Source: an optimization exercise on an open RTL-to-GDS flow (aim: small area). Production flows keep margins and buffers that such runs may drop.
Function was checked by simulation only, so behaviour that the tests miss may differ from the original.
The clock input has no modelled driver; a real chip could not lean on it and would need a root buffer or a full tree.
Power is estimated from default activity; no workload was simulated.

v57:
==> flow/design.v <==
`timescale 1ns / 1ps
module clockDivider(
    input i_clk,
    input i_reset,
    output [1:0] o_counter,
    output o_tick
    );
    reg [2:0] r_s;
    reg       r_p;
    reg [1:0] r_k;
    reg [2:0] r_c;
    wire w_sEnd  = r_s[2] & ~r_s[1];
    wire w_kStep = w_sEnd & ~r_p;
    wire w_cStep = w_kStep & r_k[1] & r_k[0];
    assign o_counter = r_k;
    assign o_tick = w_sEnd & r_p & r_k[1] & ~r_k[0] & r_c[1] & ~r_c[2];
    always @(posedge i_clk or posedge i_reset) begin
        if (i_reset) begin
            r_s <= 0;
            r_p <= 0;
            r_k <= 0;
            r_c <= 0;
        end
        else begin
            r_s <= {r_s[1:0], ~(r_s[2] | r_s[1])};
            r_p <= r_p ^ w_sEnd;
            r_k <= {r_k[1] ^ (w_kStep & r_k[0]), r_k[0] ^ w_kStep};
            if (w_cStep)
                r_c <= {r_c[1:0], ~(r_c[2] | r_c[1])};
        end
    end
endmodule
`timescale 1ns / 1ps
`timescale 1ns / 1ps
`timescale 1ns / 1ps
module bcdDigit(
    input i_clk,
    input i_reset,
    input i_en,
    input i_clr,
    output [3:0] o_d,
    output o_carry
    );
    reg [3:0] r_d;
    assign o_d = r_d;
    assign o_carry = i_en & r_d[3] & r_d[0];
    wire [3:0] w_next;
    assign w_next[0] = r_d[0] ^ i_en;
    assign w_next[1] = r_d[1] ^ (i_en & r_d[0] & ~r_d[3]);
    assign w_next[2] = r_d[2] ^ (i_en & r_d[0] & r_d[1]);
    assign w_next[3] = r_d[3] ^ (i_en & r_d[0] & (r_d[3] | (r_d[2] & r_d[1])));
    always @(posedge i_clk or posedge i_reset) begin
        if (i_reset)
            r_d <= 0;
        else
            r_d <= i_clr ? 4'd0 : w_next;
    end
endmodule
module counterData(
    input i_clk,
    input i_en,
    input i_reset,
    output [3:0] o_1000, o_100, o_10, o_1
    );
    reg  r_ov;
    wire w_c1, w_c10, w_c100, w_c1000;
    wire w_wrap = i_en & r_ov & (o_1000 == 6) & (o_100 == 3) & (o_10 == 8) & (o_1 == 3);
    bcdDigit dig1   (.i_clk(i_clk), .i_reset(i_reset), .i_en(i_en),   .i_clr(w_wrap), .o_d(o_1),    .o_carry(w_c1));
    bcdDigit dig10  (.i_clk(i_clk), .i_reset(i_reset), .i_en(w_c1),   .i_clr(w_wrap), .o_d(o_10),   .o_carry(w_c10));
    bcdDigit dig100 (.i_clk(i_clk), .i_reset(i_reset), .i_en(w_c10),  .i_clr(w_wrap), .o_d(o_100),  .o_carry(w_c100));
    bcdDigit dig1000(.i_clk(i_clk), .i_reset(i_reset), .i_en(w_c100), .i_clr(w_wrap), .o_d(o_1000), .o_carry(w_c1000));
    always @(posedge i_clk or posedge i_reset) begin
        if (i_reset)
            r_ov <= 0;
        else
            r_ov <= (r_ov | w_c1000) & ~w_wrap;
    end
endmodule
`timescale 1ns / 1ps
module decoder2x4(
    input [1:0] i_counter,
    output [3:0] o_fndDigit
    );
    reg [3:0] r_fndDigit;
    assign o_fndDigit = r_fndDigit;
    always @(*) begin
        case (i_counter)
            2'b00 : r_fndDigit = 4'b1110;
            2'b01 : r_fndDigit = 4'b1101;
            2'b10 : r_fndDigit = 4'b1011;
            2'b11 : r_fndDigit = 4'b0111;
        endcase
    end
endmodule
`timescale 1ns / 1ps
`timescale 1ns / 1ps
module MUX4(
    input [3:0] i_1000, i_100, i_10, i_1,
    input [1:0] i_counter,
    output [3:0] o_data
    );
    reg [3:0] r_data;
    assign o_data = r_data;
    always @(*) begin
        case (i_counter)
            2'b00: r_data = i_1;
            2'b01: r_data = i_10;
            2'b10: r_data = i_100;
            2'b11: r_data = i_1000;
        endcase
    end
endmodule
`timescale 1ns / 1ps
module BCDtoFNDdecoder(
    input [3:0] i_data,
    output [7:0] o_fndData
    );
    reg [7:0] r_fndData;
    assign o_fndData = r_fndData;
    always @(*) begin
        case (i_data)
            4'h0 : r_fndData = 8'hc0;
            4'h1 : r_fndData = 8'hf9;
            4'h2 : r_fndData = 8'ha4;
            4'h3 : r_fndData = 8'hb0;
            4'h4 : r_fndData = 8'h99;
            4'h5 : r_fndData = 8'h92;
            4'h6 : r_fndData = 8'h82;
            4'h7 : r_fndData = 8'hf8;
            4'h8 : r_fndData = 8'h80;
            4'h9 : r_fndData = 8'h90;
            default: r_fndData = 8'hxx;
        endcase
    end
endmodule
`timescale 1ns / 1ps
module upCounter(
    input i_clk,
    input i_reset,
    output [3:0] o_fndDigit,
    output [7:0] o_fndData
    );
    wire       w_scanTick, w_countTick;
    wire [1:0] w_counter;
    wire [3:0] w_1000, w_100, w_10, w_1, w_data;
    clockDivider clkDiv(
        .i_clk(i_clk),
        .i_reset(i_reset),
        .o_counter(w_counter),
        .o_tick(w_countTick)
    );
    decoder2x4 deco2x4(
        .i_counter(w_counter),
        .o_fndDigit(o_fndDigit)
    );
    counterData cntData(
        .i_clk(i_clk),
        .i_en(w_countTick),
        .i_reset(i_reset),
        .o_1(w_1),
        .o_10(w_10),
        .o_100(w_100),
        .o_1000(w_1000)
    );
    MUX4 mux(
        .i_1(w_1),
        .i_10(w_10),
        .i_100(w_100),
        .i_1000(w_1000),
        .i_counter(w_counter),
        .o_data(w_data)
    );
    BCDtoFNDdecoder bcdFndDeco(
        .i_data(w_data),
        .o_fndData(o_fndData)
    );
endmodule
clock: 120.0 ns
lec_check: 0
cap_margin: 20
core_margin: 2
core_utilization: 70
slew_margin: 20
standard.sh (not shown) runs the stock make flow with config.mk's settings and CLKGATE_MAP_FILE= SYNTH_SCRIPT=/design/flow/synth_recipe.tcl, a recipe that flattens the netlist after the stock synthesis.
==> flow/flow/run.sh <==
#!/bin/bash
# Own layout flow: the standard synthesis, then the combinational logic between
# the registers re-mapped for area (every register cell and name kept), then
# the standard ORFS layout with 1x port buffers and a one-level clock tree
# (the clock port drives two buffers, each driving half the registers).
set -euo pipefail
W=$(pwd)
R=$W/orfs/results/$FLOW_PLATFORM/upCounter/base
YOSYS=$(command -v yosys || echo $FLOW_HOME/../tools/install/yosys/bin/yosys)
OPENROAD=$(command -v openroad || echo $FLOW_HOME/../tools/install/OpenROAD/bin/openroad)

bash standard.sh synth > synth.log 2>&1
cp "$R/1_2_yosys.v" "$W/std_synth.v"

"$YOSYS" -c flow/reopt.tcl > reopt.log 2>&1
cp "$W/reopt_synth.v" "$R/1_2_yosys.v"
rm -f "$R/1_synth.odb" "$R/1_synth.sdc"

export BUFFER_PORTS_ARGS="-buffer_cell sky130_fd_sc_hd__buf_1"
bash standard.sh place > place.log 2>&1

RESULTS="$R" CLOCK_PORT=i_clk CLOCK_BUF=sky130_fd_sc_hd__buf_12 CLOCK_NBUF=1 \
  "$OPENROAD" -no_init -exit flow/cts.tcl > cts.log 2>&1
cp "$R/4_1_cts.odb" "$R/4_cts.odb"

bash standard.sh finish > finish.log 2>&1
==> flow/flow/cts.tcl <==
# Clock tree of one level: the clock port drives CLOCK_NBUF clock buffers
# (cell CLOCK_BUF), each placed at the centre of its share of the registers
# (registers split into groups by position) and driving their clock pins.
set plat $::env(FLOW_HOME)/platforms/sky130hd
set res $::env(RESULTS)
read_lef $plat/lef/sky130_fd_sc_hd.tlef
read_lef $plat/lef/sky130_fd_sc_hd_merged.lef
read_liberty $plat/lib/sky130_fd_sc_hd__tt_025C_1v80.lib
read_db $res/3_place.odb
read_sdc $res/3_place.sdc
source $plat/setRC.tcl

set block [ord::get_db_block]
set clknet [$block findNet $::env(CLOCK_PORT)]
$clknet setSigType CLOCK
set master [[ord::get_db] findMaster $::env(CLOCK_BUF)]
set nbuf $::env(CLOCK_NBUF)

# sinks sorted by x (or by y for the second split), then cut into groups
set sinks {}
foreach it [$clknet getITerms] {
  set loc [[$it getInst] getLocation]
  lappend sinks [list $it [lindex $loc 0] [lindex $loc 1]]
}
set sinks [lsort -integer -index 1 $sinks]
set n [llength $sinks]
for {set b 0} {$b < $nbuf} {incr b} {
  set lo [expr {($n * $b) / $nbuf}]
  set hi [expr {($n * ($b + 1)) / $nbuf - 1}]
  set inst [odb::dbInst_create $block $master clkbuf_root_$b]
  set net [odb::dbNet_create $block clknet_root_$b]
  $net setSigType CLOCK
  set sx 0; set sy 0; set m 0
  foreach s [lrange $sinks $lo $hi] {
    set it [lindex $s 0]
    incr sx [lindex $s 1]; incr sy [lindex $s 2]; incr m
    $it disconnect
    $it connect $net
  }
  [$inst findITerm A] connect $clknet
  [$inst findITerm X] connect $net
  $inst setLocation [expr {$sx / $m}] [expr {$sy / $m}]
  $inst setPlacementStatus PLACED
  puts "clock buffer $b ($::env(CLOCK_BUF)) drives $m sinks"
}

set_placement_padding -global -left 0 -right 0
detailed_placement
check_placement -verbose

set_propagated_clock [all_clocks]
estimate_parasitics -placement
set mx 0
foreach p [get_pins -hier */CLK] { set s [get_property $p slew_max]; if {$s > $mx} {set mx $s} }
puts "largest register clock slew (placement estimate): $mx"
report_worst_slack -min
report_worst_slack -max

if {[info exists ::env(CTS_DRYRUN)]} { exit }
write_db $res/4_1_cts.odb
write_sdc -no_timestamp $res/4_cts.sdc
Other scripts of this flow, unchanged in this note and not shown: flow/flow/reopt.tcl
Edits applied to the flow inputs when going from v57 to v45:
-- flow/flow/run.sh --
<<< v57, line 3
# the registers re-mapped for area (every register cell and name kept), then
# the standard ORFS layout with 1x port buffers and a one-level clock tree
# (the clock port drives two buffers, each driving half the registers).
set -euo pipefail
>>> v45, line 3
# the registers re-mapped for area (every register cell and name kept), then
# the standard ORFS layout with 1x port buffers and a clock tree of one buffer.
set -euo pipefail
<<< v57, line 21

RESULTS="$R" CLOCK_PORT=i_clk CLOCK_BUF=sky130_fd_sc_hd__buf_12 CLOCK_NBUF=1 \
  "$OPENROAD" -no_init -exit flow/cts.tcl > cts.log 2>&1
>>> v45, line 20

RESULTS="$R" CLOCK_PORT=i_clk CLOCK_BUF=${CLOCK_BUF:-sky130_fd_sc_hd__clkbuf_16} \
  "$OPENROAD" -no_init -exit flow/cts.tcl > cts.log 2>&1
==> flow/flow/cts.tcl <==
# Clock tree of one buffer: the clock port drives a single clock buffer, placed
# at the centre of the registers, which drives every register's clock pin.
set plat $::env(FLOW_HOME)/platforms/sky130hd
set res $::env(RESULTS)
read_lef $plat/lef/sky130_fd_sc_hd.tlef
read_lef $plat/lef/sky130_fd_sc_hd_merged.lef
read_liberty $plat/lib/sky130_fd_sc_hd__tt_025C_1v80.lib
read_db $res/3_place.odb
read_sdc $res/3_place.sdc
source $plat/setRC.tcl

set block [ord::get_db_block]
set clknet [$block findNet $::env(CLOCK_PORT)]
set master [[ord::get_db] findMaster $::env(CLOCK_BUF)]
set inst [odb::dbInst_create $block $master clkbuf_root]
set newnet [odb::dbNet_create $block clknet_root]
$newnet setSigType CLOCK
$clknet setSigType CLOCK
set sx 0; set sy 0; set n 0
foreach it [$clknet getITerms] {
  set i [$it getInst]
  set loc [$i getLocation]
  incr sx [lindex $loc 0]; incr sy [lindex $loc 1]; incr n
  $it disconnect
  $it connect $newnet
}
[$inst findITerm A] connect $clknet
[$inst findITerm X] connect $newnet
$inst setLocation [expr {$sx / $n}] [expr {$sy / $n}]
$inst setPlacementStatus PLACED
puts "clock buffer $::env(CLOCK_BUF) drives $n sinks"

set_placement_padding -global -left 0 -right 0
detailed_placement
check_placement -verbose

set_propagated_clock [all_clocks]
estimate_parasitics -placement
set mx 0
foreach p [get_pins -hier */CLK] { set s [get_property $p slew_max]; if {$s > $mx} {set mx $s} }
puts "largest register clock slew (placement estimate): $mx"
report_checks -path_delay min -format full_clock_expanded
report_worst_slack -min
report_worst_slack -max

write_db $res/4_1_cts.odb
write_sdc -no_timestamp $res/4_cts.sdc
-- flow/config.mk --
<<< v57, line 9
export CORE_MARGIN = 2
export CORE_UTILIZATION = 70
export SLEW_MARGIN = 20
>>> v45, line 9
export CORE_MARGIN = 2
export CORE_UTILIZATION = 40
export SLEW_MARGIN = 20
## What came out
- Going from v57 to v45, smallest hold slack went down by 0.011 ns; power after layout went up; placement-stage cell area rose about 1.6%.
- [compare] base=v57 new=v45: met1 routing resource usage after global routing decreased 14 points, clock skew neither gained nor lost much, global-route usage decreased by 9.2 points relative to the old numbers.
## Diff of input files: v3 against v45
==> flow/flow/run.sh <==
#!/bin/bash
# Own layout flow: the standard synthesis, then the combinational logic between
# the registers re-mapped for area (every register cell and name kept), then
# the standard ORFS layout with 1x port buffers and a one-level clock tree.
set -euo pipefail
W=$(pwd)
R=$W/orfs/results/$FLOW_PLATFORM/upCounter/base
YOSYS=$(command -v yosys || echo $FLOW_HOME/../tools/install/yosys/bin/yosys)

bash standard.sh synth > synth.log 2>&1
cp "$R/1_2_yosys.v" "$W/std_synth.v"

"$YOSYS" -c flow/reopt.tcl > reopt.log 2>&1
cp "$W/reopt_synth.v" "$R/1_2_yosys.v"
rm -f "$R/1_synth.odb" "$R/1_synth.sdc"

export BUFFER_PORTS_ARGS="-buffer_cell sky130_fd_sc_hd__buf_1"
export CTS_ARGS="${CTS_ARGS_OVERRIDE:--sink_clustering_enable -repair_clock_nets -buf_list sky130_fd_sc_hd__clkbuf_8 -root_buf sky130_fd_sc_hd__clkbuf_8 -sink_clustering_size 40 -sink_clustering_max_diameter 200 -dont_use_dummy_load}"
bash standard.sh finish > finish.log 2>&1
removed: flow/flow/cts.tcl
==> results.txt <==
- Going from v45 to v3, time the worst path needs with I/O delays and setup higher, depth of the most critical reg-to-reg path saw little to no change, total chip power up 8.5%, maximum achievable frequency fell 0.41%.
- | clock group share of total power | lower: v45 |
The clock cells of v57 and v45 come from the design's own scripts or RTL, not from TritonCTS.

## what the ideal ports hide
Ports are ideal in the flow. The routed layouts listed here were re-timed in OpenROAD. Step 1, drivers: a clkbuf_16 drives i_clk and a buf_2 each remaining input, both assumed. Step 2 moves the port delays by t, midway between the first and last clock arrival at a register: inputs arrive t later, outputs are due t later. That takes back most of the time a late clock gives input paths. Three values: ideal, step 1, step 2; two values: the first two.
| run | shift t [ns] | setup slack, ns | pins driven straight from the clock port |
|---|---|---|---|
| v57 | 0.157 | 93.708 / 93.680 / 93.837 | 1 |
| v45 | 0.182 | 93.759 / 93.734 / 93.917 | 1 |
| v3 | 0.288 | 93.652 / 93.628 / 93.916 | 1 |
After both steps every run listed still meets setup and hold.
